Background: an optimization exercise with open tools, aiming at small area, a short achievable clock period and few clock cycles per item. Do not read the settings as production practice. At most, simulation tests tie the RTL to the original design; equivalence was not proved. No functional check of the RTL was part of runs 6 and 7. Power and IR drop assume default switching activity.

===== flow/design.v =====
`timescale 1ns/10ps
module ELA(clk, rst, in_data, data_rd, req, wen, addr, data_wr, done);
	input				clk;
	input				rst;
	input		[7:0]	in_data;
	input		[7:0]	data_rd;
	output reg			req;
	output reg			wen;
	output reg	[9:0]	addr;
	output reg	[7:0]	data_wr;
	output reg			done;
reg				s_start;	 
reg				s_arr;		 
reg				s_rt;		 
reg				s_rb;		 
reg				s_w;		 
reg				s_fin;		 
reg		[3:0]	r;			 
reg				head;		 
reg				h0;			 
reg				go_int;		 
reg				row0_end;	 
reg				tail;		 
reg		[7:0]	opa, opb, u0, u1, v0;
reg		[7:0]	dreg, sreg;	 
reg		[7:0]	best;		 
reg				cur_r;		 
wire	[4:0]	col = addr[4:0];
wire			edge_px = (col == 5'd2);	 
wire	[3:0]	rm1 = r - 4'd1;
always @(posedge clk or posedge rst) begin
	if (rst) begin
		s_start <= 1'b1;
		s_arr <= 1'b0;
		s_rt <= 1'b0;
		s_rb <= 1'b0;
		s_w <= 1'b0;
		s_fin <= 1'b0;
	end else begin
		s_start <= 1'b0;
		s_arr <= s_start || (s_arr && !go_int) || (tail && r != 4'd15);
		s_rt <= go_int || (s_w && !tail);
		s_rb <= s_rt;
		s_w <= s_rb;
		s_fin <= s_fin || (tail && r == 4'd15);
	end
end
always @(posedge clk) begin
	go_int <= s_arr && !req && (col == 5'd29) && (r != 4'd0);
	row0_end <= s_arr && !req && (col == 5'd29) && (r == 4'd0);
	tail <= s_rb && !head && (col == 5'd0);
	done <= s_fin;
	req <= s_start || (row0_end) || (tail && r != 4'd15);
	if (s_start)
		r <= 4'd0;
	else if ((row0_end) || tail)
		r <= r + 4'd1;
	if (go_int)
		h0 <= 1'b1;
	else if (s_rb)
		h0 <= 1'b0;
	if (go_int)
		head <= 1'b1;
	else if (s_rb && col == 5'd1)
		head <= 1'b0;
	wen <= (s_arr && !go_int) || (s_rb && (!head || h0)) || tail;
end
reg		[4:0]	col_inc;
always @(*) begin
	if (s_rt)
		col_inc = 5'd0;
	else if (s_rb)
		col_inc = h0 ? 5'd31 : 5'd30;
	else if (s_w && !tail)
		col_inc = head ? 5'd2 : 5'd3;
	else if (go_int)
		col_inc = 5'd2;
	else
		col_inc = 5'd1;
end
always @(posedge clk) begin
	addr[4:0] <= (s_arr && req) ? 5'd0 : col + col_inc;
	addr[5] <= (s_rb && !h0) || tail;
	addr[9:6] <= ((s_arr && !go_int) || s_rt || (s_rb && h0)) ? r : rm1;
end
always @(posedge clk) begin
	if (s_rt)
		opa[3:0] <= u0[3:0];
	else if (s_rb)
		opa[3:0] <= data_rd[3:0];
	else
		opa[3:0] <= u1[3:0];
	if (s_rt)
		opa[7:4] <= u0[7:4];
	else if (s_rb)
		opa[7:4] <= data_rd[7:4];
	else
		opa[7:4] <= u1[7:4];
	if (s_w) begin
		u0 <= opa;
		u1 <= u0;
	end
	if (s_rb) begin
		opb <= v0;
		v0 <= opb;
	end else if (s_w) begin
		opb <= data_rd;
	end
end
reg		[7:0]	dg, dp, dG, dP;
reg		[7:0]	sg, sp, sG, sP;
reg		[7:0]	absd, avg;
integer			i, k;
always @(*) begin
	dg = opa & ~opb;
	dp = opa ^ ~opb;
	sg = opa & opb;
	sp = opa ^ opb;
	dG = dg;
	dP = dp;
	sG = sg;
	sP = sp;
	for (k = 1; k < 8; k = k * 2) begin
		for (i = 7; i >= k; i = i - 1) begin
			dG[i] = dG[i] | (dP[i] & dG[i-k]);
			dP[i] = dP[i] & dP[i-k];
			sG[i] = sG[i] | (sP[i] & sG[i-k]);
			sP[i] = sP[i] & sP[i-k];
		end
	end
	absd[0] = dp[0] ^ 1'b1;
	for (i = 1; i < 8; i = i + 1)
		absd[i] = dp[i] ^ (dG[i-1] | dP[i-1]);
	if (!(dG[7] | dP[7])) begin
		absd[0] = ~dp[0];
		for (i = 1; i < 8; i = i + 1)
			absd[i] = ~(dp[i] ^ dG[i-1]);
	end
	for (i = 1; i < 8; i = i + 1)
		avg[i-1] = sp[i] ^ sG[i-1];
	avg[7] = sG[7];
end
always @(posedge clk) begin
	dreg <= absd;
	sreg <= avg;
end
wire			cin = s_rb && cur_r;
reg		[7:0]	cG, cP;
always @(*) begin
	cG = best & ~dreg;
	cP = best ^ ~dreg;
	for (k = 1; k < 8; k = k * 2)
		for (i = 7; i >= k; i = i - 1) begin
			cG[i] = cG[i] | (cP[i] & cG[i-k]);
			cP[i] = cP[i] & cP[i-k];
		end
end
wire			win = cG[7] | (cP[7] & cin);
always @(posedge clk) begin
	if (s_w || (s_rt && !edge_px && !h0 && win)) begin
		best <= dreg;
		cur_r <= s_rt;
	end
	if (s_arr)
		data_wr <= in_data;
	else if (s_w || ((s_rt || s_rb) && !edge_px && !h0 && win))
		data_wr <= sreg;
end
endmodule

===== flow/flow/run.sh =====
#!/bin/bash
# Standard layout with two changes: the port buffers are buf_2 cells instead
# of the delay buffers buffer_ports picks by default, and clock tree
# synthesis runs with the arguments below (no dummy loads).
set -euo pipefail
export BUFFER_PORTS_ARGS="-buffer_cell sky130_fd_sc_hd__buf_2"
export CTS_ARGS="-sink_clustering_enable -repair_clock_nets -dont_use_dummy_load"
bash standard.sh > standard.log 2>&1

===== flow/standard.sh =====
#!/bin/bash
# synth_recipe.tcl (not shown) runs the flow's synth.tcl, then flattens the netlist and writes it again
# the make line also repeats each setting of config.mk as NAME=value (left out here)
make -C /OpenROAD-flow-scripts/flow DESIGN_CONFIG=/design/flow/config.mk WORK_HOME=/design/flow/orfs CLKGATE_MAP_FILE= SYNTH_SCRIPT=/design/flow/synth_recipe.tcl "${@:-finish}"

===== flow/config.mk =====
export PLATFORM = sky130hd
export DESIGN_NAME = ELA
export DESIGN_NICKNAME = ELA
export VERILOG_FILES = /design/flow/design.v
export SDC_FILE = /design/flow/constraint.sdc
export NUM_CORES = 4
export LEC_CHECK = 0
export ABC_AREA = 1
export CAP_MARGIN = 20
export CORE_MARGIN = 2
export CORE_UTILIZATION = 70
export SETUP_SLACK_MARGIN = 3.8
export SLEW_MARGIN = 20
export TNS_END_PERCENT = 2

===== flow/constraint.sdc =====
create_clock -name core_clock -period 5.5 [get_ports {clk}]
set_input_delay 1.1000 -clock core_clock [delete_from_list [all_inputs] [get_ports {clk}]]
set_output_delay 1.1000 -clock core_clock [all_outputs]
set_load 0.01 [all_outputs]

==> summary.txt, run 1 <==
- Run status: timing/DRC/antenna clean
- CTS tree: done
- Post-synth top area share: 0.3195
- Number of remaining DRC errors: 0
- Number of nets in the layout: 594
- Maximum level of the CTS H-tree: 3
- Die width: 85.12 um
- Setup repair after global routing missed its margin: true
- Largest delay share family, worst path: flip-flops
- Post-detailed-placement cell area: 4861 um^2
- Critical Path RT: 4.40 ns
- Overall global routing resource usage: 0.2655
- Inserted Diodes: 0
- Total power per unit cell area: between 400 and 500 nW/um^2
- Layout cells sized above 1: 0.1556
- Number of violations reported at the end of detailed-routing iteration 0: roughly 180
- Number of warning messages in the yosys log: 1
- Maximum clock insertion buffer count: 2
- Final hold viol count: 0
- Final setup margin: 3.524 ns
- Area of the core region: 6350 um^2
- Final-layout fill cell count: 432
- Number of enable-type register cells in the synthesized netlist: 49
- Leakage power of the design: 0.002388 uW
- Number of global-route vias before repair: 3213
- Clock sinks: roughly 100
- Worst setup EP type: output port
- Placed Cells: 599
- Final HPWL from detailed placement: 6581 um
- Buffer cell driving the clock tree root: sky130_fd_sc_hd__clkbuf_8
- Final-layout setup total negative slack: 0 ns
- Non-filler cells, final: 617
- Maximum number of pins on one net before global-route repair: 19
- Net Count, Synth: between 500 and 600
- Area of the multi-input gates: 1789 um^2
- IO Pins: 39
- Via Count: roughly 3400
- Worst clock skew on the final layout: between 0.02 and 0.03 ns
- Kind of start point of the critical path: flop
- Total length of routed wires: roughly 9100 um
- Die Span Y: 85.12 um
- Class of the tightest hold or removal check: flop to flop
- Number of vias per cell after detailed routing: 5.478
- Transition time at the pin with the least slew margin: roughly 0.57 ns
- Post-layout utilization of the core: 0.8006
- Max-capacitance violation count: 0
- Number of antenna-violating nets in the routed design: 0
- Main area contributors after synthesis: sky130_fd_sc_hd__edfxtp_1, sky130_fd_sc_hd__dfxtp_1, sky130_fd_sc_hd__nand2_1
- Cells after synthesis: between 400 and 500
- Final cycle utilization of the critical path: 0.3593
- Max-slew violation count: 0
- Sequential-to-total area share from yosys stat: 0.5523
- Delay contributed by the slowest stage of the critical path: 0.37 ns
- Leading register cell type out of synthesis: sky130_fd_sc_hd__edfxtp_1
- Area Overhead vs Synth: 10.38%
- GR Overflow Total: 0
- Async SR Flop Fraction: 0.05941
- Number of port buffers: 38
- Initial cell density of the core: 0.7253
- Clk Latency, worst-skew pair: ~0.37 ns
- # hold bufs at CTS: 0
- Mean routed wirelength per cell: 14.71 um
- Count of unique library cells instantiated by Yosys: 37
- Top achievable clock speed: 506.0 MHz
- Buffers plus inverters on the worst setup path: 1
- Most instantiated cells after synthesis: sky130_fd_sc_hd__nand2_1, sky130_fd_sc_hd__inv_1, sky130_fd_sc_hd__edfxtp_1
- Max-slew headroom at the worst pin: 0.6206
- Critical path peak fanout: 1
- Number of buffers created by CTS: 9
- Total non-filler cell area in the finished layout: 5084 um^2
- Detailed-routing iteration count for the pre-antenna-repair pass: 5
- Most frequently used cell type in the post-synthesis netlist: sky130_fd_sc_hd__nand2_1
- Highest-delay cell along the critical path: sky130_fd_sc_hd__edfxtp_1
- Min cycle time layout: 1.976 ns
- Worst vdd rail ir drop: ~0.27 mV
- Pre-CTS worst setup slack: 3.265 ns
- Worst setup slack for register-to-register paths: 3.57 ns
- Antenna violations before repair: 0
- First-pass GRT wire length: 14750 um
- Synthesis-stage register bit count: 101
- List of cells traversed by the critical path: buf_2
- Cell Area, Synth: 4606 um^2
- Die area: 7245 um^2
- Average instance area after synthesis: 9.361 um^2
- Arrival @ worst endpoint: 0.88 ns
- Register clock-pin slew on the reported worst setup and hold paths: about 0.1 ns
- Core Rows: 29
- Final weighted congestion of routability-driven global placement: 0.8490
- Setup-failing EPs final: 0
- Leading area contributor after synthesis: sky130_fd_sc_hd__edfxtp_1
- FF+latch area: 2560 um^2
- Worst setup path category: flop to output port
-- stage by stage --
step / hold slack [ns] / power (uW)
2_1_floorplan: 0.3417 / 1521
3_5_place_dp: 0.3514 / 1702
5_1_grt: 0.3947 / 2217
4_1_cts: 0.3744 / 2073
3_3_place_gp: 0.3550 / 1669
6_report: 0.3770 / 2079
-- power by group --
group          switching (uW)  internal, uW  leakage (uW)
Clock                     217           147     0.0000647
Combinational             400           242       0.00142
Sequential               85.4           988      0.000904
-- worst register-to-register path: cells and delay by family, from the launching register on --
kind            cells  cell delay (ns)
fa+ha+maj           2             0.53
compound gates      4             0.42
simple gates        4             0.33
buf+inv             3             0.21
flops               1             0.34
-- logic make-up after synthesis --
group,Yosys count,share of synthesized area
and+or+nand+nor,211,0.1880
DFF,101,0.5523
buffers and inverters,75,0.06411
AOI/OAI and AO/OA,54,0.06710
adders and majority gates,34,0.09726
xor gates and xnor gates,16,0.03043
other,1,0.0008142
-- metal layers --
layer  GRT usage  part of all wire
met4      0.1169             0.026
met1      0.3525              0.43
met3     0.04086             0.069
met2      0.4361              0.47
met5           0                 0
-- sequential cells by signal, summed over array words and instances (netlist names), 4 cells and up --
register,count
opa,8
dreg,8
v0,8
r,4
data_wr,8
sreg,8
u0,8
addr,10
opb,8
u1,8
best,8
-- worst paths after layout --
kind | start | end | cells after the start
min in group asynchronous | rst | s_fin$_DFF_PP0_ | 2
max in group asynchronous | rst | s_start$_DFF_PP1_ | 2
max reg2reg | tail$_DFF_P_ | addr[4]$_SDFF_PP0_ | 13
min reg2reg | s_fin$_DFF_PP0_ | done$_DFF_P_ | 0
max | data_wr[7]$_DFFE_PP_ | data_wr[7] | 1
min | s_fin$_DFF_PP0_ | done$_DFF_P_ | 0
-- layout make-up --
type                            instances  share of cell area
Tap cell                               77             0.01895
Sequential cell                       101              0.5036
Multi-Input combinational cell        316              0.3520
Inverter                               67             0.05046
Timing Repair Buffer                   47             0.05070
Clock buffer                            9             0.02437
-- cell usage in the layout (no fill, tap or decap), types with 3 or more instances in the layout --
master	count
sky130_fd_sc_hd__nand2_1	138
sky130_fd_sc_hd__inv_1	63
sky130_fd_sc_hd__edfxtp_1	49
sky130_fd_sc_hd__dfxtp_1	42
sky130_fd_sc_hd__buf_2	38
sky130_fd_sc_hd__nor2_1	31
sky130_fd_sc_hd__ha_1	29
sky130_fd_sc_hd__nand3_1	23
sky130_fd_sc_hd__o21ai_0	17
sky130_fd_sc_hd__a21oi_1	17
sky130_fd_sc_hd__xor2_1	14
sky130_fd_sc_hd__clkbuf_8	9
sky130_fd_sc_hd__buf_4	9
sky130_fd_sc_hd__nand4_1	6
sky130_fd_sc_hd__nand2_2	5
sky130_fd_sc_hd__o211ai_1	5
sky130_fd_sc_hd__o21ai_1	3
sky130_fd_sc_hd__o21ai_2	3
sky130_fd_sc_hd__nor3_1	3
sky130_fd_sc_hd__dfxtp_2	3
-- what timing repair did --
item / in CTS / in global routing
setup endpoints to repair: 52 / 56
resized for setup: 8 / 8
buffers inserted: 6 / 3
pin swaps: 0 / 3
Testbench counts, summed over its fixed seeds: cycles 63,968, images 32.
==> run 2: changes to the inputs <==
--- a/flow/config.mk
+++ b/flow/config.mk
@@ -9,6 +9,6 @@
 export CAP_MARGIN = 20
 export CORE_MARGIN = 2
 export CORE_UTILIZATION = 70
-export SETUP_SLACK_MARGIN = 3.8
+export SETUP_SLACK_MARGIN = 3.7
 export SLEW_MARGIN = 20
 export TNS_END_PERCENT = 2
==> run 2 against run 1 <==
Net effect: utilization unchanged; register-to-register slack about the same; worst hold slack unchanged; final cell count unchanged; via count unchanged; wire length unchanged; flip-flop and latch count unchanged; cell area unchanged; global-route usage unchanged; critical path type unchanged.
==> summary.txt, run 2 <==
- Highest-delay cell along the critical path: sky130_fd_sc_hd__edfxtp_1
- Final hold viol count: 0 (unchanged)
- Int Power: 1377 uW (unchanged)
- Net Count, Synth: 544 (unchanged)
- Kind of start point of the critical path: flop
- Die width: 85.12 um (unchanged)
- Clock sinks: 101 (unchanged)
- Total power per unit cell area: 408.9 nW/um^2 (unchanged)
- Maximum level of the CTS H-tree: 3 (unchanged)
- Final-layout setup total negative slack: 0 ns (unchanged)
- Most instantiated cells after synthesis: sky130_fd_sc_hd__nand2_1, sky130_fd_sc_hd__inv_1, sky130_fd_sc_hd__edfxtp_1
- CP Launch Point: data_wr[7]$_DFFE_PP_
- Worst clock skew on the final layout: 0.02745 ns (unchanged)
- Overall global routing resource usage: 0.2655 (unchanged)
- Setup repair after global routing missed its margin: true
- Number of remaining DRC errors: 0 (unchanged)
- Leakage power of the design: 0.002388 uW (unchanged)
- Stages on the worst setup path: 1 (unchanged)
- Antenna violations before repair: 0 (unchanged)
- Area of the core region: 6350 um^2 (unchanged)
- Worst vdd rail ir drop: 0.2690 mV (unchanged)
- Detailed-routing iteration count for the pre-antenna-repair pass: 5 (unchanged)
- Initial cell density of the core: 0.7253 (unchanged)
- Inserted Diodes: 0 (unchanged)
- Pre-CTS worst setup slack: 3.265 ns (unchanged)
- Critical path peak fanout: 1 (unchanged)
- Maximum clock insertion buffer count: 2 (unchanged)
- Mean routed wirelength per cell: 14.71 um (unchanged)
- Final setup margin: 3.524 ns (unchanged)
- GR Overflow Total: 0 (unchanged)
- Class of the tightest hold or removal check: flop to flop
- Critical Path RT: 4.40 ns (about the same)
- Flip-flop count of the largest register, all copies and words added: 10 (unchanged)
- Async SR Flop Fraction: 0.05941 (unchanged)
- List of cells traversed by the critical path: buf_2
- First-pass GRT wire length: 14750 um (unchanged)
- Register name with the most flops: addr
- Main area contributors after synthesis: sky130_fd_sc_hd__edfxtp_1, sky130_fd_sc_hd__dfxtp_1, sky130_fd_sc_hd__nand2_1
- Max-slew headroom at the worst pin: 0.6206 (unchanged)
- Clk Latency, worst-skew pair: 0.37 ns (about the same)
- FF-to-FF Start: tail$_DFF_P_
- Number of antenna-violating nets in the routed design: 0 (unchanged)
- Run status: timing/DRC/antenna clean
- Final cycle utilization of the critical path: 0.3593 (unchanged)
- Final weighted congestion of routability-driven global placement: 0.8490 (unchanged)
- Cell count of the worst reg-to-reg path: 13 (unchanged)
- Register clock-pin slew on the reported worst setup and hold paths: 0.10 ns (about the same)
- Number of port buffers: 38 (unchanged)
- Worst Min Path Start: s_fin$_DFF_PP0_
- Number of enable-type register cells in the synthesized netlist: 49 (unchanged)
- Count of unique library cells instantiated by Yosys: 37 (unchanged)
- Final-layout fill cell count: 432 (unchanged)
- Min cycle time layout: 1.976 ns (unchanged)
- Number of global-route vias before repair: 3213 (unchanged)
- Number of warning messages in the yosys log: 1 (unchanged)
- Number of vias per cell after detailed routing: 5.478 (unchanged)
- Power share of the combinational group: 0.309 (about the same)
- Synthesis-stage register bit count: 101 (unchanged)
- Die area: 7245 um^2 (unchanged)
- IO Pins: 39 (unchanged)
- Leading register cell type out of synthesis: sky130_fd_sc_hd__edfxtp_1
- Leading area contributor after synthesis: sky130_fd_sc_hd__edfxtp_1
- # hold bufs at CTS: 0 (unchanged)
- Most frequently used cell type in the post-synthesis netlist: sky130_fd_sc_hd__nand2_1
- Setup-failing EPs final: 0 (unchanged)
- Average instance area after synthesis: 9.361 um^2 (unchanged)
- Commonest cells after routing, fill and taps aside: sky130_fd_sc_hd__nand2_1, sky130_fd_sc_hd__inv_1, sky130_fd_sc_hd__edfxtp_1
- Post-synth top area share: 0.3195 (unchanged)
- Max-slew violation count: 0 (unchanged)
- Area Overhead vs Synth: 10.38% (unchanged)
- Worst setup path category: flop to output port
- Total length of routed wires: 9078 um (unchanged)
- Cell Area, Synth: 4606 um^2 (unchanged)
- Transition time at the pin with the least slew margin: 0.5671 ns (unchanged)
- Arrival @ worst endpoint: 0.88 ns (about the same)
- Clk network pwr share: 0.175 (about the same)
- Sequential-to-total area share from yosys stat: 0.5523 (unchanged)
- Via Count: 3380 (unchanged)
- Number of buffers created by CTS: 9 (unchanged)
- Leading cell type in the layout, fill and taps excluded: sky130_fd_sc_hd__nand2_1
- Largest delay share family, worst path: flip-flops
- Switching Share: 0.3376 (unchanged)
- Post-layout utilization of the core: 0.8006 (unchanged)
- Buffers plus inverters on the worst setup path: 1 (unchanged)
- Relative contribution of sequential cells to total power: 0.516 (about the same)
- Worst setup EP type: output port
- Max-capacitance violation count: 0 (unchanged)
- Buffer cell driving the clock tree root: sky130_fd_sc_hd__clkbuf_8
- Number of nets in the layout: 594 (unchanged)
- Layout cells sized above 1: 0.1556 (unchanged)
- Top achievable clock speed: 506.0 MHz (unchanged)
- Die Span Y: 85.12 um (unchanged)
- Cells after synthesis: 492 (unchanged)
- Cells on Worst Hold Path: 0 (unchanged)
- Core Rows: 29 (unchanged)
- Switching power summed over all nets: 701.7 uW (unchanged)
- CTS tree: done
- Final HPWL from detailed placement: 6581 um (unchanged)
- Maximum number of pins on one net before global-route repair: 19 (unchanged)
- Delay contributed by the slowest stage of the critical path: 0.37 ns (about the same)
- Number of violations reported at the end of detailed-routing iteration 0: 176 (unchanged)
run 2: cell counts after synthesis:
No cell type changed its count.
run 2: per-layer routing:
metal | wire [um] | part of all wire | vias to the layer above | global-route usage
met1 | 3933 | 0.43 | 1537 | 0.3525
met2 | 4286 | 0.47 | 138 | 0.4361
met3 | 626 | 0.069 | 20 | 0.04086
met5 | 0 | 0 | - | 0
li1 | - | - | 1685 | -
met4 | 232 | 0.026 | 0 | 0.1169
run 2: path summary, 6_finish.rpt:
check / endpoint / slack [ns]
max reg2reg: addr[4]$_SDFF_PP0_ / 3.57
min in group asynchronous: s_fin$_DFF_PP0_ / 0.65
min reg2reg: done$_DFF_P_ / 0.38
min: done$_DFF_P_ / 0.38
max: data_wr[7] / 3.52
max in group asynchronous: s_start$_DFF_PP1_ / 4.59
run 2: per-stage QoR:
stage	hold slack, ns	area (um^2)	instances	total power, uW
CTS	0.3744	5045	614	2073
global route	0.3947	5084	617	2217
detailed placement	0.3514	4861	599	1702
finish	0.3770	5084	617	2079
floorplan	0.3417	4619	492	1521
global placement	0.3550	4861	599	1669
run 2: layout make-up:
type / count / area (um^2) / share of cell area
multi-input cells: 316 / 1789 / 0.3520
well taps: 77 / 96.34 / 0.01895
repair buffers: 47 / 257.7 / 0.05070
inverters: 67 / 256.5 / 0.05046
clock buffers: 9 / 123.9 / 0.02437
flip-flops and latches: 101 / 2560 / 0.5036
run 2: worst register-to-register path: cells and delay by family (launching register included):
kind	cells	cell delay [ns]
adders and majority gates	2	0.53
DFF	1	0.34
buffers and inverters	3	0.21
and+or+nand+nor	4	0.33
AOI/OAI and AO/OA	4	0.42
run 2: logic make-up after synthesis:
kind of cell               share of synthesized area
DFF                                           0.5523
adders and majority gates                    0.09726
buffers and inverters                        0.06411
and+or+nand+nor                               0.1880
xor gates and xnor gates                     0.03043
other                                      0.0008142
AOI/OAI and AO/OA                            0.06710
run 2: what timing repair did:
item	CTS	global route
pin swaps	0	3
setup endpoints to repair	50	54
buffers inserted	6	3
resized for setup	8	8
run 2: power groups by stage:
stage          Combinational, uW  Clock (uW)  Sequential (uW)
3_5_place_dp                 601           0             1100
4_1_cts                      633         367             1070
2_1_floorplan                449           0             1070
3_3_place_gp                 576           0             1090
6_report                     641         364             1070
5_1_grt                      735         392             1090
==> run 3: changes to the inputs <==
--- a/flow/config.mk
+++ b/flow/config.mk
@@ -11,4 +11,4 @@
 export CORE_UTILIZATION = 70
 export SETUP_SLACK_MARGIN = 3.7
 export SLEW_MARGIN = 20
-export TNS_END_PERCENT = 2
+export TNS_END_PERCENT = 0
==> run 3 against run 2 <==
Net effect: final cell count unchanged; clock power about the same; critical path depth unchanged; global-route usage unchanged; utilization unchanged; setup slack unchanged; cell area unchanged; sequential power about the same; register-to-register slack about the same; critical path type unchanged; largest cell class unchanged; largest power group unchanged.
==> summary.txt, run 3 <==
- Run status: timing/DRC/antenna clean
- Top achievable clock speed: 506.0 MHz (unchanged)
- Final HPWL from detailed placement: 6581 um (unchanged)
- Core Rows: 29 (unchanged)
- Overall global routing resource usage: 0.2655 (unchanged)
- Maximum level of the CTS H-tree: 3 (unchanged)
- Number of warning messages in the yosys log: 1 (unchanged)
- Maximum number of pins on one net before global-route repair: 19 (unchanged)
- Net Count, Synth: 544 (unchanged)
- Final weighted congestion of routability-driven global placement: 0.8490 (unchanged)
- Global routing usage on met1: 0.3525 (unchanged)
- Global-route layer with the greatest usage: met2
- Total power per unit cell area: 408.9 nW/um^2 (unchanged)
- Main area contributors after synthesis: sky130_fd_sc_hd__edfxtp_1, sky130_fd_sc_hd__dfxtp_1, sky130_fd_sc_hd__nand2_1
- Final-layout setup total negative slack: 0 ns (unchanged)
- Synthesis-stage register bit count: 101 (unchanged)
- Arrival @ worst endpoint: 0.88 ns (about the same)
- Die width: 85.12 um (unchanged)
- Total non-filler cell area in the finished layout: 5084 um^2 (unchanged)
- Worst setup path category: flop to output port
- Register name with the most flops: addr
- Class of the tightest hold or removal check: flop to flop
- Worst clock skew on the final layout: 0.02745 ns (unchanged)
- Placed Cells: 599 (unchanged)
- Via Count: 3380 (unchanged)
- Initial cell density of the core: 0.7253 (unchanged)
- Kind of start point of the critical path: flop
- First-pass GRT wire length: 14750 um (unchanged)
- Number of nets in the layout: 594 (unchanged)
- Antenna violations before repair: 0 (unchanged)
- IO Pins: 39 (unchanged)
- Number of violations reported at the end of detailed-routing iteration 0: 176 (unchanged)
- Post-detailed-placement cell area: 4861 um^2 (unchanged)
- Detailed-routing iteration count for the pre-antenna-repair pass: 5 (unchanged)
- Maximum clock insertion buffer count: 2 (unchanged)
- Area Overhead vs Synth: 10.38% (unchanged)
- Worst vdd rail ir drop: 0.2690 mV (unchanged)
- Commonest cells after routing, fill and taps aside: sky130_fd_sc_hd__nand2_1, sky130_fd_sc_hd__inv_1, sky130_fd_sc_hd__edfxtp_1
- Leading register cell type out of synthesis: sky130_fd_sc_hd__edfxtp_1
- Most instantiated cells after synthesis: sky130_fd_sc_hd__nand2_1, sky130_fd_sc_hd__inv_1, sky130_fd_sc_hd__edfxtp_1
- Sequential-to-total area share from yosys stat: 0.5523 (unchanged)
- Number of enable-type register cells in the synthesized netlist: 49 (unchanged)
- Layout cells sized above 1: 0.1556 (unchanged)
- Number of vias per cell after detailed routing: 5.478 (unchanged)
- Die Span Y: 85.12 um (unchanged)
- Mean routed wirelength per cell: 14.71 um (unchanged)
- Setup-failing EPs final: 0 (unchanged)
- Number of port buffers: 38 (unchanged)
- Largest delay share family, worst path: flip-flops
- Non-filler cells, final: 617 (unchanged)
- Count of unique library cells instantiated by Yosys: 37 (unchanged)
- Highest-delay cell along the critical path: sky130_fd_sc_hd__edfxtp_1
- GR Layer Usage met3: 0.04086 (unchanged)
- Min cycle time layout: 1.976 ns (unchanged)
- Inserted Diodes: 0 (unchanged)
- Clk Latency, worst-skew pair: 0.37 ns (about the same)
- Flip-flop count of the largest register, all copies and words added: 10 (unchanged)
- Async SR Flop Fraction: 0.05941 (unchanged)
- Area of the core region: 6350 um^2 (unchanged)
- Setup repair after global routing missed its margin: true
- Max-slew violation count: 0 (unchanged)
- Critical path peak fanout: 1 (unchanged)
- Number of buffers created by CTS: 9 (unchanged)
- Number of remaining DRC errors: 0 (unchanged)
- Average instance area after synthesis: 9.361 um^2 (unchanged)
- Post-synth top area share: 0.3195 (unchanged)
- Number of antenna-violating nets in the routed design: 0 (unchanged)
- Transition time at the pin with the least slew margin: 0.5671 ns (unchanged)
- Pre-CTS worst setup slack: 3.265 ns (unchanged)
- Final cycle utilization of the critical path: 0.3593 (unchanged)
- Final hold viol count: 0 (unchanged)
- Leading area contributor after synthesis: sky130_fd_sc_hd__edfxtp_1
- Clock sinks: 101 (unchanged)
- Max-slew headroom at the worst pin: 0.6206 (unchanged)
- CTS tree: done
- Delay contributed by the slowest stage of the critical path: 0.37 ns (about the same)
- GR Overflow Total: 0 (unchanged)
- Worst setup EP type: output port
- Buffer cell driving the clock tree root: sky130_fd_sc_hd__clkbuf_8
- Buffers plus inverters on the worst setup path: 1 (unchanged)
- Total length of routed wires: 9078 um (unchanged)
- Die area: 7245 um^2 (unchanged)
- Most frequently used cell type in the post-synthesis netlist: sky130_fd_sc_hd__nand2_1
- Cells after synthesis: 492 (unchanged)
- Post-layout utilization of the core: 0.8006 (unchanged)
- Critical Path RT: 4.40 ns (about the same)
- Max-capacitance violation count: 0 (unchanged)
- Leakage power of the design: 0.002388 uW (unchanged)
- Leading cell type in the layout, fill and taps excluded: sky130_fd_sc_hd__nand2_1
- Met2 usage in global routing: 0.4361 (unchanged)
- Final setup margin: 3.524 ns (unchanged)
- Number of global-route vias before repair: 3213 (unchanged)
- List of cells traversed by the critical path: buf_2
- Register clock-pin slew on the reported worst setup and hold paths: 0.10 ns (about the same)
- Cell Area, Synth: 4606 um^2 (unchanged)
run 3: cell counts after synthesis:
No cell type changed its count.
run 3: logic make-up after synthesis:
kind of cell,Yosys count,synth area share
compound gates,54,0.06710
fa+ha+maj,34,0.09726
other cells,1,0.0008142
buf+inv,75,0.06411
xor+xnor,16,0.03043
flops,101,0.5523
simple gates,211,0.1880
run 3: layout make-up:
| cell class | instances | area (um^2) |
|---|---|---|
| Clock buffer | 9 | 123.9 |
| Multi-Input combinational cell | 316 | 1789 |
| Inverter | 67 | 256.5 |
| Fill cell | 432 | 1266 |
| Timing Repair Buffer | 47 | 257.7 |
| Tap cell | 77 | 96.34 |
| Sequential cell | 101 | 2560 |
run 3: per-layer routing:
layer  vias to the layer above  wire [um]
li1                       1685          -
met1                      1537       3933
met2                       138       4286
met3                        20        626
met4                         0        232
met5                         -          0
run 3: per-stage QoR:
step           hold WS [ns]  total power, uW
2_1_floorplan        0.3417             1521
3_3_place_gp         0.3550             1669
3_5_place_dp         0.3514             1702
4_1_cts              0.3744             2073
5_1_grt              0.3947             2217
6_report             0.3770             2079
run 3: report_power, final:
group	leakage, uW	internal [uW]	total (uW)	switching [uW]
Clock	0.0000647	147	364	217
Combinational	0.00142	242	641	400
Sequential	0.000904	988	1070	85.4
Total	0.00239	1380	2080	702
run 3: repair_timing:
item,in CTS,in global routing
pin swaps,0,3
buffers inserted,6,3
hold buffers,0,0
setup endpoints to repair,50,54
gates resized for setup,8,8
run 3: path summary, 6_finish.rpt:
path	slack, ns	cells past startpoint	end	startpoint
max reg2reg	3.57	13	addr[4]$_SDFF_PP0_	tail$_DFF_P_
min	0.38	0	done$_DFF_P_	s_fin$_DFF_PP0_
max in group asynchronous	4.59	2	s_start$_DFF_PP1_	rst
min reg2reg	0.38	0	done$_DFF_P_	s_fin$_DFF_PP0_
max	3.52	1	data_wr[7]	data_wr[7]$_DFFE_PP_
min in group asynchronous	0.65	2	s_fin$_DFF_PP0_	rst
==> run 4: changes to the inputs <==
--- a/flow/config.mk
+++ b/flow/config.mk
@@ -11,4 +11,4 @@
 export CORE_UTILIZATION = 70
 export SETUP_SLACK_MARGIN = 3.7
 export SLEW_MARGIN = 20
-export TNS_END_PERCENT = 0
+export TNS_END_PERCENT = 20
==> run 4 against run 3 <==
Net effect: still clean; area after synthesis unchanged; via count increased by 1.1%; non-clock buffer count up 2; sequential power barely moved; first-iteration DRC count increased by 34%; critical path type unchanged; highest routed layer unchanged.
==> summary.txt, run 4 <==
- Run status: timing/DRC/antenna clean
- Commonest cells after routing, fill and taps aside: sky130_fd_sc_hd__nand2_1, sky130_fd_sc_hd__inv_1, sky130_fd_sc_hd__edfxtp_1
- Top achievable clock speed: 501.8 MHz (-0.84%)
- FF+latch area: 2560 um^2 (unchanged)
- Highest-delay cell along the critical path: sky130_fd_sc_hd__dfxtp_1
- Worst vdd rail ir drop: 0.2886 mV (+7.3%)
- Number of enable-type register cells in the synthesized netlist: 49 (unchanged)
- Setup repair after global routing missed its margin: true
- Async SR Flop Fraction: 0.05941 (unchanged)
- Final setup margin: 3.507 ns (-0.01667 ns)
- Final-layout setup total negative slack: 0 ns (unchanged)
- List of cells traversed by the critical path: buf_2
- Flip-flop count of the largest register, all copies and words added: 10 (unchanged)
- Number of warning messages in the yosys log: 1 (unchanged)
- Non-filler cells, final: 620 (+0.49%)
- Most instantiated cells after synthesis: sky130_fd_sc_hd__nand2_1, sky130_fd_sc_hd__inv_1, sky130_fd_sc_hd__edfxtp_1
- Core Rows: 29 (unchanged)
- Layout cells sized above 1: 0.1805 (+0.02492)
- Number of antenna-violating nets in the routed design: 0 (unchanged)
- Leading area contributor after synthesis: sky130_fd_sc_hd__edfxtp_1
- Initial cell density of the core: 0.7253 (unchanged)
- Number of port buffers: 38 (unchanged)
- First-pass GRT wire length: 14810 um (+0.37%)
- Clock sinks: 101 (unchanged)
- Proportion of synthesized area in mux cells: 0 (unchanged)
- Int Power: 1397 uW (+1.4%)
- Largest delay share family, worst path: flip-flops
- Relative contribution of sequential cells to total power: 0.504 (-0.012)
- Arrival @ worst endpoint: 0.89 ns (about the same)
- Min cycle time layout: 1.993 ns (+0.01667 ns)
- # hold bufs at CTS: 0 (unchanged)
- Number of buffers created by CTS: 9 (unchanged)
- Final-layout fill cell count: 409 (-5.3%)
- Detailed-routing iteration count for the pre-antenna-repair pass: 5 (unchanged)
- Die area: 7245 um^2 (unchanged)
- Area of the core region: 6350 um^2 (unchanged)
- GR Overflow Total: 0 (unchanged)
- Leading register cell type out of synthesis: sky130_fd_sc_hd__edfxtp_1
- Leakage power of the design: 0.002413 uW (+1.0%)
- Worst setup path category: flop to output port
- Overall power of the completed layout: 2133 uW (+2.6%)
- Total non-filler cell area in the finished layout: 5179 um^2 (+1.9%)
- Delay contributed by the slowest stage of the critical path: 0.37 ns (about the same)
- Max-capacitance violation count: 0 (unchanged)
- Final cycle utilization of the critical path: 0.3624 (+0.003031)
- Critical path peak fanout: 3 (+2)
- Maximum level of the CTS H-tree: 3 (unchanged)
- Most frequently used cell type in the post-synthesis netlist: sky130_fd_sc_hd__nand2_1
- Final HPWL from detailed placement: 6581 um (unchanged)
- Post-synth top area share: 0.3195 (unchanged)
- Count of unique library cells instantiated by Yosys: 37 (unchanged)
- Number of nets in the layout: 597 (+0.51%)
- Net Count, Synth: 544 (unchanged)
- Die Span Y: 85.12 um (unchanged)
- Worst setup EP type: output port
- Clk Latency, worst-skew pair: 0.37 ns (about the same)
- Worst clock skew on the final layout: 0.02642 ns (-0.001032 ns)
- Largest family of logic cells by synthesized area: simple AND/OR/NAND/NOR gates
- Placed Cells: 599 (unchanged)
- Die width: 85.12 um (unchanged)
- Inserted Diodes: 0 (unchanged)
- Maximum clock insertion buffer count: 2 (unchanged)
- Switching Share: 0.3452 (+0.007575)
- IO Pins: 39 (unchanged)
- Sequential-to-total area share from yosys stat: 0.5523 (unchanged)
- Cells after synthesis: 492 (unchanged)
- Register clock-pin slew on the reported worst setup and hold paths: 0.08 ns (-0.02 ns)
- Fraction of synthesized cell area in xor and xnor cells: 0.03043 (unchanged)
- Max-slew violation count: 0 (unchanged)
- Clk network pwr share: 0.171 (-0.004)
- Buffers plus inverters on the worst setup path: 1 (unchanged)
- Antenna violations before repair: 0 (unchanged)
- Setup-failing EPs final: 0 (unchanged)
- Number of vias per cell after detailed routing: 5.513 (+0.63%)
- Post-Synth Adder-Cell Area: 0.09726 (unchanged)
- Synthesis-stage register bit count: 101 (unchanged)
- Total power per unit cell area: 411.8 nW/um^2 (+0.73%)
- Register name with the most flops: addr
- Final hold viol count: 0 (unchanged)
- Average instance area after synthesis: 9.361 um^2 (unchanged)
- Area of the multi-input gates: 1863 um^2 (+4.1%)
- Simple-gate portion of the synthesized area: 0.1880 (unchanged)
- Cell Area, Synth: 4606 um^2 (unchanged)
- Total length of routed wires: 9371 um (+3.2%)
- Kind of start point of the critical path: flop
- Buffer cell driving the clock tree root: sky130_fd_sc_hd__clkbuf_8
- Pre-CTS worst setup slack: 3.265 ns (unchanged)
- Main area contributors after synthesis: sky130_fd_sc_hd__edfxtp_1, sky130_fd_sc_hd__dfxtp_1, sky130_fd_sc_hd__nand2_1
- Critical Path RT: 4.40 ns (about the same)
- Maximum number of pins on one net before global-route repair: 19 (unchanged)
- Post-detailed-placement cell area: 4861 um^2 (unchanged)
- Area Overhead vs Synth: 12.44%
- CTS tree: done
- Number of global-route vias before repair: 3217 (+0.12%)
- Switching power summed over all nets: 736.2 uW (+4.9%)
- Number of violations reported at the end of detailed-routing iteration 0: 235 (+34%)
- Number of remaining DRC errors: 0 (unchanged)
- Final weighted congestion of routability-driven global placement: 0.8490 (unchanged)
- Via Count: 3418 (+1.1%)
- Class of the tightest hold or removal check: flop to flop
- Overall global routing resource usage: 0.2672 (+0.001671)
- Area fraction in compound gates after synthesis: 0.06710 (unchanged)
- Leading cell type in the layout, fill and taps excluded: sky130_fd_sc_hd__nand2_1
- Power share of the combinational group: 0.325 (+0.016)
- Mean routed wirelength per cell: 15.11 um (+2.7%)
-- run 4: cell counts after synthesis --
Identical to the previous run, type by type.
-- run 4: repair_timing --
| item | 4_1_cts | 5_1_grt |
|---|---|---|
| setup endpoints to repair | 50 | 54 |
| pin swaps | 0 | 9 |
| cloned | 0 | 1 |
| setup buffers | 6 | 5 |
| resized for setup | 10 | 25 |
-- run 4: final cells by class --
type                       count  area share
sequential                   101      0.4943
multi-input combinational    317      0.3597
timing repair buffer          49     0.05388
inverter                      67     0.04953
clock buffer                   9     0.02392
tap                           77     0.01860
-- run 4: kinds of logic after synthesis --
logic type,count (synthesis)
AND/OR/NAND/NOR,211
flip-flops,101
buffers and inverters,75
AO/OA/AOI/OAI,54
adder cells (fa/ha/maj),34
XOR/XNOR,16
other,1
-- run 4: power by group through the flow --
stage          combinational (uW)  sequential [uW]  clock [uW]
3_3_place_gp                  576             1090           0
2_1_floorplan                 449             1070           0
6_report                      693             1080         364
5_1_grt                       785             1090         392
4_1_cts                       638             1070         367
3_5_place_dp                  601             1100           0
-- run 4: per-stage QoR --
step           hold slack, ns    util
6_report               0.3723  0.8156
5_1_grt                0.3948  0.8156
4_1_cts                0.3744  0.7963
3_5_place_dp           0.3514  0.7655
3_3_place_gp           0.3550  0.7655
2_1_floorplan          0.3417       -
-- run 4: worst paths after layout --
| path | startpoint | endpoint | slack [ns] | cells after the start |
|---|---|---|---|---|
| min in group asynchronous | rst | s_fin$_DFF_PP0_ | 0.65 | 2 |
| max in group asynchronous | rst | s_start$_DFF_PP1_ | 4.59 | 2 |
| worst min register to register | s_fin$_DFF_PP0_ | done$_DFF_P_ | 0.37 | 0 |
| worst max-delay path | req$_DFF_P_ | req | 3.51 | 1 |
| worst max register to register | tail$_DFF_P_ | addr[4]$_SDFF_PP0_ | 3.57 | 13 |
| worst min-delay path | s_fin$_DFF_PP0_ | done$_DFF_P_ | 0.37 | 0 |
-- run 4: metal layers --
layer | global-route usage | wire (um)
met5 | 0 | 0
met4 | 0.1198 | 271
met3 | 0.03794 | 568
met2 | 0.4403 | 4450
met1 | 0.3545 | 4082
==> run 5: changes to the inputs <==
--- a/flow/config.mk
+++ b/flow/config.mk
@@ -8,7 +8,8 @@
 export ABC_AREA = 1
 export CAP_MARGIN = 20
 export CORE_MARGIN = 2
-export CORE_UTILIZATION = 70
+export CORE_UTILIZATION = 60
+export PLACE_DENSITY = 0.7
 export SETUP_SLACK_MARGIN = 3.7
 export SLEW_MARGIN = 20
-export TNS_END_PERCENT = 20
+export TNS_END_PERCENT = 5
==> run 5 against run 4 <==
Net effect: die area increased by 16%; first-iteration DRC count decreased by 10%; critical path depth unchanged; count of clock-buffer cells in the layout unchanged; utilization decreased by 10 points; sequential power about the same; register-to-register slack about the same; area after synthesis unchanged; combinational power decreased by 0.9%; non-clock buffer count increased by 3; maximum frequency increased by 2.3%; largest cell class unchanged.
==> summary.txt, run 5 <==
- FF-to-FF Start: opb[0]$_DFFE_PP_
- Final cycle utilization of the critical path: 0.3541 (-0.008291)
- Via Count: 3342 (-2.2%)
- Maximum number of pins on one net before global-route repair: 20 (+1)
- Area Overhead vs Synth: 13.12%
- Flip-flop count of the largest register, all copies and words added: 10 (unchanged)
- Average instance area after synthesis: 9.361 um^2 (unchanged)
- Worst vdd rail ir drop: 0.2155 mV (-25%)
- Number of buffers created by CTS: 9 (unchanged)
- Leading cell type in the layout, fill and taps excluded: sky130_fd_sc_hd__nand2_1
- Stages on the worst setup path: 1 (unchanged)
- Maximum clock insertion buffer count: 2 (unchanged)
- Layout cells sized above 1: 0.1850 (+0.004503)
- Sequential-to-total area share from yosys stat: 0.5523 (unchanged)
- Area fraction in compound gates after synthesis: 0.06710 (unchanged)
- Setup repair after global routing missed its margin: true
- Count of unique library cells instantiated by Yosys: 37 (unchanged)
- Number of warning messages in the yosys log: 1 (unchanged)
- Initial cell density of the core: 0.6283 (-0.09706)
- Final-layout fill cell count: 571 (+40%)
- Area of the core region: 7331 um^2 (+15%)
- Run status: timing/DRC/antenna clean
- Cell count of the worst reg-to-reg path: 12 (-1)
- Core Rows: 31 (+6.9%)
- Synthesis-stage register bit count: 101 (unchanged)
- First-pass GRT wire length: 14760 um (-0.32%)
- Class of the tightest hold or removal check: flop to flop
- Number of global-route vias before repair: 3083 (-4.2%)
- Final weighted congestion of routability-driven global placement: 0.8646 (+1.8%)
- CP Launch Point: addr[3]$_SDFF_PP0_
- Commonest cells after routing, fill and taps aside: sky130_fd_sc_hd__nand2_1, sky130_fd_sc_hd__inv_1, sky130_fd_sc_hd__edfxtp_1
- Worst setup slack for register-to-register paths: 3.57 ns (about the same)
- Register name with the most flops: addr
- Detailed-routing iteration count for the pre-antenna-repair pass: 4 (-1)
- Critical Path RT: 4.40 ns (about the same)
- Int Power: 1399 uW (+0.15%)
- Number of violations reported at the end of detailed-routing iteration 0: 211 (-10%)
- Final-layout setup total negative slack: 0 ns (unchanged)
- Endpoint of the lowest-slack register-to-register path: dreg[5]$_DFF_P_
- Main area contributors after synthesis: sky130_fd_sc_hd__edfxtp_1, sky130_fd_sc_hd__dfxtp_1, sky130_fd_sc_hd__nand2_1
- Number of remaining DRC errors: 0 (unchanged)
- Overall global routing resource usage: 0.2266 (-0.04055)
- Async SR Flop Fraction: 0.05941 (unchanged)
- Delay contributed by the slowest stage of the critical path: 0.36 ns (about the same)
- Die Span Y: 91.62 um (+7.6%)
- Max-slew violation count: 0 (unchanged)
- Tightest hold margin: 0.3777 ns (+0.005375 ns)
- Buffers plus inverters on the worst setup path: 1 (unchanged)
- Number of nets in the layout: 600 (+0.50%)
- Buffer cell driving the clock tree root: sky130_fd_sc_hd__clkbuf_8
- Kind of start point of the critical path: flop
- Largest delay share family, worst path: flip-flops
- Largest family of logic cells by synthesized area: simple AND/OR/NAND/NOR gates
- Worst setup EP type: output port
- Inserted Diodes: 0 (unchanged)
- GR Overflow Total: 0 (unchanged)
- Net Count, Synth: 544 (unchanged)
- Relative contribution of sequential cells to total power: 0.504 (about the same)
- Top achievable clock speed: 513.5 MHz (+2.3%)
- Most frequently used cell type in the post-synthesis netlist: sky130_fd_sc_hd__nand2_1
- Switching Share: 0.3410 (-0.004147)
- Leakage power of the design: 0.002426 uW (+0.53%)
- Max-capacitance violation count: 0 (unchanged)
- Worst setup path category: flop to output port
- Die width: 91.62 um (+7.6%)
- Clk Latency, worst-skew pair: 0.36 ns (about the same)
- Number of antenna-violating nets in the routed design: 0 (unchanged)
- IO Pins: 39 (unchanged)
- Final HPWL from detailed placement: 6725 um (+2.2%)
- Leading register cell type out of synthesis: sky130_fd_sc_hd__edfxtp_1
- Fraction of synthesized cell area in xor and xnor cells: 0.03043 (unchanged)
- Simple-gate portion of the synthesized area: 0.1880 (unchanged)
- Total power per unit cell area: 407.4 nW/um^2 (-1.1%)
- Clk network pwr share: 0.172 (about the same)
- Power share of the combinational group: 0.324 (about the same)
- Number of port buffers: 38 (unchanged)
- Proportion of synthesized area in mux cells: 0 (unchanged)
- Leading area contributor after synthesis: sky130_fd_sc_hd__edfxtp_1
- Arrival @ worst endpoint: 0.85 ns (-0.04 ns)
- Antenna violations before repair: 0 (unchanged)
- Mean routed wirelength per cell: 14.25 um (-5.7%)
- Critical path peak fanout: 4 (+1)
- Die area: 8393 um^2 (+16%)
- Register clock-pin slew on the reported worst setup and hold paths: 0.10 ns (+0.02 ns)
- Worst clock skew on the final layout: 0.02951 ns (+0.003096 ns)
- Post-Synth Adder-Cell Area: 0.09726 (unchanged)
- Highest-delay cell along the critical path: sky130_fd_sc_hd__dfxtp_2
- Clock sinks: 101 (unchanged)
- Min cycle time layout: 1.947 ns (-0.04560 ns)
- Maximum level of the CTS H-tree: 3 (unchanged)
- Cell Area, Synth: 4606 um^2 (unchanged)
- Most instantiated cells after synthesis: sky130_fd_sc_hd__nand2_1, sky130_fd_sc_hd__inv_1, sky130_fd_sc_hd__edfxtp_1
- End of the critical path: addr[3]
- Number of enable-type register cells in the synthesized netlist: 49 (unchanged)
- Setup-failing EPs final: 0 (unchanged)
- Total length of routed wires: 9189 um (-1.9%)
- Final hold viol count: 0 (unchanged)
- List of cells traversed by the critical path: buf_2
- # hold bufs at CTS: 0 (unchanged)
- Number of vias per cell after detailed routing: 5.181 (-6.0%)
- Post-synth top area share: 0.3195 (unchanged)
- Cells after synthesis: 492 (unchanged)
- CTS tree: done
- Switching power summed over all nets: 723.9 uW (-1.7%)
## run 5: power by group through the flow
stage / clock (uW) / combinational, uW / sequential [uW]
2_1_floorplan: 0 / 449 / 1070
4_1_cts: 371 / 647 / 1070
5_1_grt: 403 / 784 / 1090
6_report: 365 / 687 / 1070
3_3_place_gp: 0 / 585 / 1100
3_5_place_dp: 0 / 597 / 1100
## run 5: through the flow
stage | cells | total power, uW | setup slack (ns) | area [um^2] | util
after global placement | 621 | 1681 | 3.325 | 4888 | 0.6668
after detailed placement | 621 | 1702 | 3.244 | 4888 | 0.6668
final | 645 | 2123 | 3.553 | 5210 | 0.7107
after CTS | 639 | 2090 | 3.534 | 5111 | 0.6972
after global routing | 645 | 2277 | 3.448 | 5210 | 0.7107
after floorplan | 492 | 1521 | 3.531 | 4619 | -
## run 5: worst min-delay path by stage
stage	startpoint	endpoint	slack, ns	cells after the start
global placement	s_fin$_DFF_PP0_	done$_DFF_P_	0.36	0
floorplan	s_fin$_DFF_PP0_	done$_DFF_P_	0.34	0
finish	s_fin$_DFF_PP0_	done$_DFF_P_	0.38	0
global route	s_fin$_DFF_PP0_	done$_DFF_P_	0.39	0
detailed placement	s_fin$_DFF_PP0_	done$_DFF_P_	0.36	0
CTS	s_fin$_DFF_PP0_	done$_DFF_P_	0.38	0
## run 5: layer usage
metal / global-route usage / vias up / share of wire
li1: - / 1695 / -
met1: 0.3220 / 1550 / 0.47
met2: 0.3505 / 84 / 0.46
met3: 0.05012 / 13 / 0.048
met4: 0.06818 / 0 / 0.019
met5: 0 / - / 0
## run 5: cells by family (layout without fill, tap and decap cells)
group | Yosys count | in the layout
AND/OR/NAND/NOR | 211 | 212
buffers and inverters | 75 | 128
flip-flops | 101 | 101
other | 1 | 1
AO/OA/AOI/OAI | 54 | 54
adder cells (fa/ha/maj) | 34 | 34
XOR/XNOR | 16 | 16
## run 5: area by class of cell
| cell class | instances | area (um^2) | share of cell area |
|---|---|---|---|
| flip-flops and latches | 101 | 2562 | 0.4918 |
| repair buffers | 52 | 305.3 | 0.05860 |
| inverters | 67 | 259.0 | 0.04971 |
| multi-input cells | 317 | 1836 | 0.3523 |
| clock buffers | 9 | 123.9 | 0.02378 |
| well taps | 99 | 123.9 | 0.02378 |
## run 5: timing repair
item / in CTS / in global routing
setup buffers: 9 / 5
pin swaps: 1 / 5
endpoints found under the hold margin: 0 / 0
gates resized for setup: 13 / 18
cloned: 0 / 1
endpoints found under the setup margin: 52 / 55
==> run 6: changes to the inputs <==
--- a/flow/design.v
+++ b/flow/design.v
@@ -18,15 +18,17 @@
 reg		[3:0]	r;			 
 reg				head;		 
 reg				h0;			 
+reg		[1:0]	sel_t2;		 
+reg		[1:0]	sel_b1;		 
 reg				go_int;		 
 reg				row0_end;	 
 reg				tail;		 
-reg		[7:0]	opa, opb, u0, u1, v0;
+reg				edge_px;	 
+reg		[7:0]	t0, t1, t2, b0, b1;
 reg		[7:0]	dreg, sreg;	 
 reg		[7:0]	best;		 
 reg				cur_r;		 
 wire	[4:0]	col = addr[4:0];
-wire			edge_px = (col == 5'd2);	 
 wire	[3:0]	rm1 = r - 4'd1;
 always @(posedge clk or posedge rst) begin
 	if (rst) begin
@@ -49,6 +51,9 @@
 	go_int <= s_arr && !req && (col == 5'd29) && (r != 4'd0);
 	row0_end <= s_arr && !req && (col == 5'd29) && (r == 4'd0);
 	tail <= s_rb && !head && (col == 5'd0);
+	edge_px <= (s_w && col == 5'd31) || (s_rt && edge_px);
+	sel_t2 <= {(s_arr && go_int) || (s_w && !tail), go_int || (s_w && !tail)};
+	sel_b1 <= {s_rb && !s_arr, s_rb};
 	done <= s_fin;
 	req <= s_start || (row0_end) || (tail && r != 4'd15);
 	if (s_start)
@@ -84,29 +89,18 @@
 	addr[9:6] <= ((s_arr && !go_int) || s_rt || (s_rb && h0)) ? r : rm1;
 end
 always @(posedge clk) begin
-	if (s_rt)
-		opa[3:0] <= u0[3:0];
-	else if (s_rb)
-		opa[3:0] <= data_rd[3:0];
-	else
-		opa[3:0] <= u1[3:0];
-	if (s_rt)
-		opa[7:4] <= u0[7:4];
-	else if (s_rb)
-		opa[7:4] <= data_rd[7:4];
-	else
-		opa[7:4] <= u1[7:4];
+	if (s_rb) begin
+		t0 <= data_rd;
+		t1 <= t0;
+		t2 <= t1;
+	end
 	if (s_w) begin
-		u0 <= opa;
-		u1 <= u0;
-	end
-	if (s_rb) begin
-		opb <= v0;
-		v0 <= opb;
-	end else if (s_w) begin
-		opb <= data_rd;
+		b0 <= data_rd;
+		b1 <= b0;
 	end
 end
+wire	[7:0]	opa = {sel_t2[1] ? t2[7:4] : t0[7:4], sel_t2[0] ? t2[3:0] : t0[3:0]};
+wire	[7:0]	opb = {sel_b1[1] ? b1[7:4] : b0[7:4], sel_b1[0] ? b1[3:0] : b0[3:0]};
 reg		[7:0]	dg, dp, dG, dP;
 reg		[7:0]	sg, sp, sG, sP;
 reg		[7:0]	absd, avg;
==> flow/flow/run.sh (replaced) <==
#!/bin/bash
# Standard layout, with the port buffers made from buf_2 cells instead of
# the delay buffers buffer_ports picks by default.
set -euo pipefail
export BUFFER_PORTS_ARGS="-buffer_cell sky130_fd_sc_hd__buf_2"
bash standard.sh > standard.log 2>&1
==> flow/config.mk (replaced) <==
export PLATFORM = sky130hd
export DESIGN_NAME = ELA
export DESIGN_NICKNAME = ELA
export VERILOG_FILES = /design/flow/design.v
export SDC_FILE = /design/flow/constraint.sdc
export NUM_CORES = 4
export LEC_CHECK = 0
export CAP_MARGIN = 20
export CORE_MARGIN = 2
export CORE_UTILIZATION = 85
export SETUP_SLACK_MARGIN = 3.4
export SLEW_MARGIN = 20
export TNS_END_PERCENT = 5
==> run 6 against run 5 <==
Net effect: the flow now stops in clock tree synthesis (4_1_cts); area after synthesis rose by 1.3%; synthesized cell count decreased by 24%.
==> summary.txt, run 6 <==
- Leading register cell type out of synthesis: sky130_fd_sc_hd__edfxtp_1
- Run status: stopped before the end
- Core Rows: 26 (-16%)
- Async SR Flop Fraction: 0.05660 (-0.002802)
- Synthesis-stage register bit count: 106 (+5.0%)
- Post-synth top area share: 0.3670 (+0.04747)
- Average instance area after synthesis: 12.44 um^2 (+33%)
- Number of warning messages in the yosys log: 1 (unchanged)
- Leading area contributor after synthesis: sky130_fd_sc_hd__edfxtp_1
- Cell Area, Synth: 4664 um^2 (+1.3%)
- Buffer cell driving the clock tree root: sky130_fd_sc_hd__clkbuf_8
- IO Pins: 39 (unchanged)
- Number of buffers created by CTS: 9 (unchanged)
- Final weighted congestion of routability-driven global placement: 0.8521 (-1.4%)
- Initial cell density of the core: 0.8962 (+0.2679)
- Sequential-to-total area share from yosys stat: 0.5840 (+0.03166)
- Cells after synthesis: 375 (-24%)
- Most frequently used cell type in the post-synthesis netlist: sky130_fd_sc_hd__edfxtp_1
- Number of resized instances in the post-cts repair step: 30 (+17)
- Post-detailed-placement cell area: 4873 um^2 (-0.31%)
- Most instantiated cells after synthesis: sky130_fd_sc_hd__edfxtp_1, sky130_fd_sc_hd__dfxtp_1, sky130_fd_sc_hd__inv_1
- Number of port buffers: 38 (unchanged)
- Main area contributors after synthesis: sky130_fd_sc_hd__edfxtp_1, sky130_fd_sc_hd__dfxtp_1, sky130_fd_sc_hd__ha_1
- Die Span Y: 78.08 um (-15%)
- Net Count, Synth: 427 (-22%)
- Die width: 78.08 um (-15%)
- Clock sinks: 106 (+5.0%)
- Number of enable-type register cells in the synthesized netlist: 57 (+16%)
- Failed at: clock tree synthesis (4_1_cts)
- Count of unique library cells instantiated by Yosys: 52 (+41%)
- Buffer count from post-CTS setup fixing: 9 (unchanged)
- Maximum level of the CTS H-tree: 3 (unchanged)
- Final HPWL from detailed placement: 7490 um (+11%)
- # hold bufs at CTS: 0 (unchanged)
- Maximum clock insertion buffer count: 2 (unchanged)
- First error: [ERROR DPL-0038] Utilization greater than 100%, impossible to legalize
run 6: worst min path at each step:
stage | startpoint | endpoint | slack, ns | depth (start not counted)
2_1_floorplan | s_fin$_DFF_PP0_ | done$_DFF_P_ | 0.35 | 0
3_5_place_dp | s_fin$_DFF_PP0_ | done$_DFF_P_ | 0.37 | 0
3_3_place_gp | s_fin$_DFF_PP0_ | done$_DFF_P_ | 0.36 | 0
run 6: cell families after synthesis:
family | after synthesis | synth area share
compound gates | 67 | 0.09362
mux | 29 | 0.06599
xor+xnor | 21 | 0.03943
flops | 106 | 0.5840
simple gates | 71 | 0.07672
fa+ha+maj | 34 | 0.09603
other cells | 1 | 0.0008039
buf+inv | 46 | 0.04345
run 6: power groups by stage:
stage	logic, uW	clock network (uW)	registers [uW]
after detailed placement	28.0	0	857
after global placement	25.7	0	857
after floorplan	10.1	0	859
run 6: stage by stage:
stage          power, uW  worst slack [ns]  cells  hold WS, ns
3_5_place_dp       885.1             2.445    471       0.3681
3_3_place_gp       882.3             2.927    471       0.3623
2_1_floorplan      869.0             3.154    375       0.3489
==> run 7: changes to the inputs <==
--- a/flow/config.mk
+++ b/flow/config.mk
@@ -7,7 +7,7 @@
 export LEC_CHECK = 0
 export CAP_MARGIN = 20
 export CORE_MARGIN = 2
-export CORE_UTILIZATION = 85
+export CORE_UTILIZATION = 70
 export SETUP_SLACK_MARGIN = 3.4
 export SLEW_MARGIN = 20
 export TNS_END_PERCENT = 5
==> run 7 against run 6 <==
Net effect: now clean on timing, DRC and antenna; area after synthesis unchanged; synthesized cell count unchanged.
==> summary.txt, run 7 <==
- Leading area contributor after synthesis: sky130_fd_sc_hd__edfxtp_1
- Cell Area, Synth: 4664 um^2 (unchanged)
- Leading register cell type out of synthesis: sky130_fd_sc_hd__edfxtp_1
- Leakage power of the design: roughly 0.0022 uW
- Cells after synthesis: 375 (unchanged)
- Class of the tightest hold or removal check: flop to flop
- Top achievable clock speed: 412.7 MHz
- Total power per unit cell area: 251.4 nW/um^2
- Max-capacitance violation count: 0
- Number of buffers created by CTS: 9 (unchanged)
- Final cycle utilization of the critical path: 0.4406
- Layout cells sized above 1: 0.2587
- Most frequently used cell type in the post-synthesis netlist: sky130_fd_sc_hd__edfxtp_1
- Detailed-routing iteration count for the pre-antenna-repair pass: 4
- First-pass GRT wire length: 14330 um
- Sequential-to-total area share from yosys stat: 0.5840 (unchanged)
- Kind of start point of the critical path: flop
- Worst setup path category: flop to flop
- Run status: timing/DRC/antenna clean
- CTS tree: done
- Critical Path RT: 5.79 ns
- Inserted Diodes: 0
- Commonest cells after routing, fill and taps aside: sky130_fd_sc_hd__edfxtp_1, sky130_fd_sc_hd__dfxtp_1, sky130_fd_sc_hd__buf_2
- Via Count: 2940
- Critical path peak fanout: 6
- Tightest hold margin: 0.4003 ns
- Initial cell density of the core: 0.7304 (-0.1657)
- Number of warning messages in the yosys log: 1 (unchanged)
- Count of unique library cells instantiated by Yosys: 52 (unchanged)
- Max-slew headroom at the worst pin: 0.5079
- Die width: 85.63 um (+9.7%)
- List of cells traversed by the critical path: mux2i_4 > inv_1 > ha_2 > inv_1 > fa_2 > nand3b_1 > a31oi_4 > or2_4 > mux2i_1 > xnor2_1
- Async SR Flop Fraction: 0.05660 (unchanged)
- Worst vdd rail ir drop: 0.3173 mV
- Delay contributed by the slowest stage of the critical path: 0.39 ns
- Worst clock skew on the final layout: 0.01487 ns
- Final-layout setup total negative slack: 0 ns
- Overall power of the completed layout: 1336 uW
- Critical Path Most Common Cell: sky130_fd_sc_hd__inv_1
- Arrival @ worst endpoint: 2.71 ns
- Total non-filler cell area in the finished layout: 5315 um^2
- Worst hold path endpoint: done$_DFF_P_
- Max-slew violation count: 0
- Synthesis-stage register bit count: 106 (unchanged)
- Largest delay share family, worst path: adder cells
- Post-detailed-placement cell area: 4882 um^2 (+0.18%)
- Number of enable-type register cells in the synthesized netlist: 57 (unchanged)
- Final weighted congestion of routability-driven global placement: 0.8884 (+4.3%)
- IO Pins: 39 (unchanged)
- Mean routed wirelength per cell: 18.09 um
- Area of the core region: about 6400 um^2
- Min cycle time layout: 2.423 ns
- Average instance area after synthesis: 12.44 um^2 (unchanged)
- Worst setup EP type: flop
- Leading cell type in the layout, fill and taps excluded: sky130_fd_sc_hd__edfxtp_1
- Setup-failing EPs final: 0
- Core Rows: 29 (+12%)
- Worst setup slack for register-to-register paths: 3.08 ns
- Number of port buffers: 38 (unchanged)
- Endpoint of the lowest-slack register-to-register path: dreg[7]$_DFF_P_
- Number of antenna-violating nets in the routed design: 0
- Die area: 7333 um^2
- Most instantiated cells after synthesis: sky130_fd_sc_hd__edfxtp_1, sky130_fd_sc_hd__dfxtp_1, sky130_fd_sc_hd__inv_1
- Maximum clock insertion buffer count: 2 (unchanged)
- Cell count of the worst reg-to-reg path: 10
- Number of vias per cell after detailed routing: 5.810
- Highest-delay cell along the critical path: sky130_fd_sc_hd__dfxtp_4
- Setup repair after global routing missed its margin: true
- Transition time at the pin with the least slew margin: between 0.7 and 0.8 ns
- Maximum level of the CTS H-tree: 3 (unchanged)
- Number of nets in the layout: between 400 and 500
- Final hold viol count: 0
- Area Overhead vs Synth: 13.95%
- Die Span Y: 85.63 um (+9.7%)
- Cells on Worst Hold Path: 0
- FF-to-FF Start: sel_t2[0]$_DFF_P_
- Flip-flop count of the largest register, all copies and words added: 10
- Clk Latency, worst-skew pair: 0.37 ns
- Buffers plus inverters on the worst setup path: 2
- Post-synth top area share: 0.3670 (unchanged)
- Register name with the most flops: addr
- Final HPWL from detailed placement: 5793 um (-23%)
- Register clock-pin slew on the reported worst setup and hold paths: approximately 0.1 ns
- Total length of routed wires: 9152 um
- Number of violations reported at the end of detailed-routing iteration 0: 220
- Net Count, Synth: 427 (unchanged)
- Maximum number of pins on one net before global-route repair: 39
- Clock sinks: 106 (unchanged)
- Antenna violations before repair: 0
- Number of global-route vias before repair: 2940
- Buffer cell driving the clock tree root: sky130_fd_sc_hd__clkbuf_8
- Main area contributors after synthesis: sky130_fd_sc_hd__edfxtp_1, sky130_fd_sc_hd__dfxtp_1, sky130_fd_sc_hd__ha_1
- GR Overflow Total: 0
- Number of remaining DRC errors: 0
- Worst Min Path Start: s_fin$_DFF_PP0_
- Overall global routing resource usage: 0.2597
==> run 7: cell counts after synthesis <==
Identical to the previous run, type by type.
==> run 7: layout make-up <==
| cell class | instances | area [um^2] |
|---|---|---|
| clock buffers | 11 | 131.4 |
| inverters | 34 | 127.6 |
| flip-flops and latches | 106 | 2740 |
| multi-input cells | 223 | 1877 |
| well taps | 77 | 96.34 |
| clock inverters | 5 | 62.56 |
| fillers | 354 | 1071 |
| repair buffers | 50 | 280.3 |
==> run 7: worst max path at each step <==
stage	depth (start not counted)	start	slack [ns]	to
detailed placement	13	s_w$_DFF_PP0_	2.67	addr[4]$_SDFF_PP0_
global route	10	sel_t2[0]$_DFF_P_	3.02	dreg[3]$_DFF_P_
floorplan	11	sel_b1[0]$_DFF_P_	3.15	dreg[3]$_DFF_P_
global placement	5	s_rb$_DFF_PP0_	2.82	data_wr[7]$_DFFE_PP_
CTS	9	sel_b1[0]$_DFF_P_	3.20	dreg[3]$_DFF_P_
finish	10	sel_t2[0]$_DFF_P_	3.08	dreg[7]$_DFF_P_
==> run 7: layer usage <==
layer / GRT usage / vias to the layer above / share of wire
li1: - / 1412 / -
met1: 0.3106 / 1408 / 0.40
met2: 0.4581 / 104 / 0.52
met3: 0.07315 / 16 / 0.055
met4: 0.07792 / 0 / 0.020
met5: 0 / - / 0
==> run 7: power breakdown <==
part | total [uW] | leakage [uW] | internal, uW | switching [uW]
Sequential | 838 | 0.000954 | 833 | 5.05
Clock | 471 | 0.0000906 | 214 | 257
Combinational | 27.3 | 0.00113 | 13.6 | 13.7
Total | 1340 | 0.00218 | 1060 | 275
==> run 7: cells by family (layout without fill, tap and decap cells) <==
kind of cell | after synthesis | in the layout | share of synthesized area
AOI/OAI and AO/OA | 67 | 67 | 0.09362
and+or+nand+nor | 71 | 71 | 0.07672
muxes | 29 | 29 | 0.06599
buffers and inverters | 46 | 100 | 0.04345
other | 1 | 1 | 0.0008039
xor gates and xnor gates | 21 | 21 | 0.03943
DFF | 106 | 106 | 0.5840
adders and majority gates | 34 | 34 | 0.09603
==> run 7: timing repair <==
item,4_1_cts,5_1_grt
hold buffers,0,0
buffers inserted,11,1
resized for setup,31,3
pin swaps,5,0
endpoints found under the setup margin,36,36
==> run 7: through the flow <==
step | instances | util | setup WS [ns]
finish | 506 | 0.8323 | 3.077
global route | 506 | 0.8323 | 3.023
CTS | 505 | 0.8280 | 3.201
detailed placement | 478 | 0.7645 | 2.669
global placement | 478 | 0.7645 | 2.816
floorplan | 375 | - | 3.154

-- separate check: timing with driven ports --
No port has a modelled driver above. Below, the same layouts with a new extraction and two added sets of constraints.
Step 1 sets driving cells, clkbuf_16 on the clock port and buf_2 on the other inputs (assumed; they add their load-dependent delay and slew).
Step 2 also shifts input and output timing later by t, the mid clock arrival at the registers, as if the neighbouring blocks saw the same clock.
a / b / c = ideal ports / drivers / drivers and shift; a / b = the first two.
| run | shift t [ns] | setup slack, ns | worst setup path after step 2 | worst slew at a driven data input, ns |
|---|---|---|---|---|
| run 1 | 0.384 | 3.524 / 3.492 / 3.569 | register to register | 0.04 |
| run 2 | 0.384 | 3.524 / 3.492 / 3.569 | register to register | 0.04 |
| run 3 | 0.384 | 3.524 / 3.492 / 3.569 | register to register | 0.04 |
| run 4 | 0.386 | 3.507 / 3.475 / 3.574 | register to register | 0.04 |
| run 5 | 0.379 | 3.553 / 3.521 / 3.567 | register to register | 0.03 |
| run 7 | 0.392 | 3.077 / 3.077 / 3.077 | register to register | 0.04 |
After both steps every run listed still meets setup and hold.
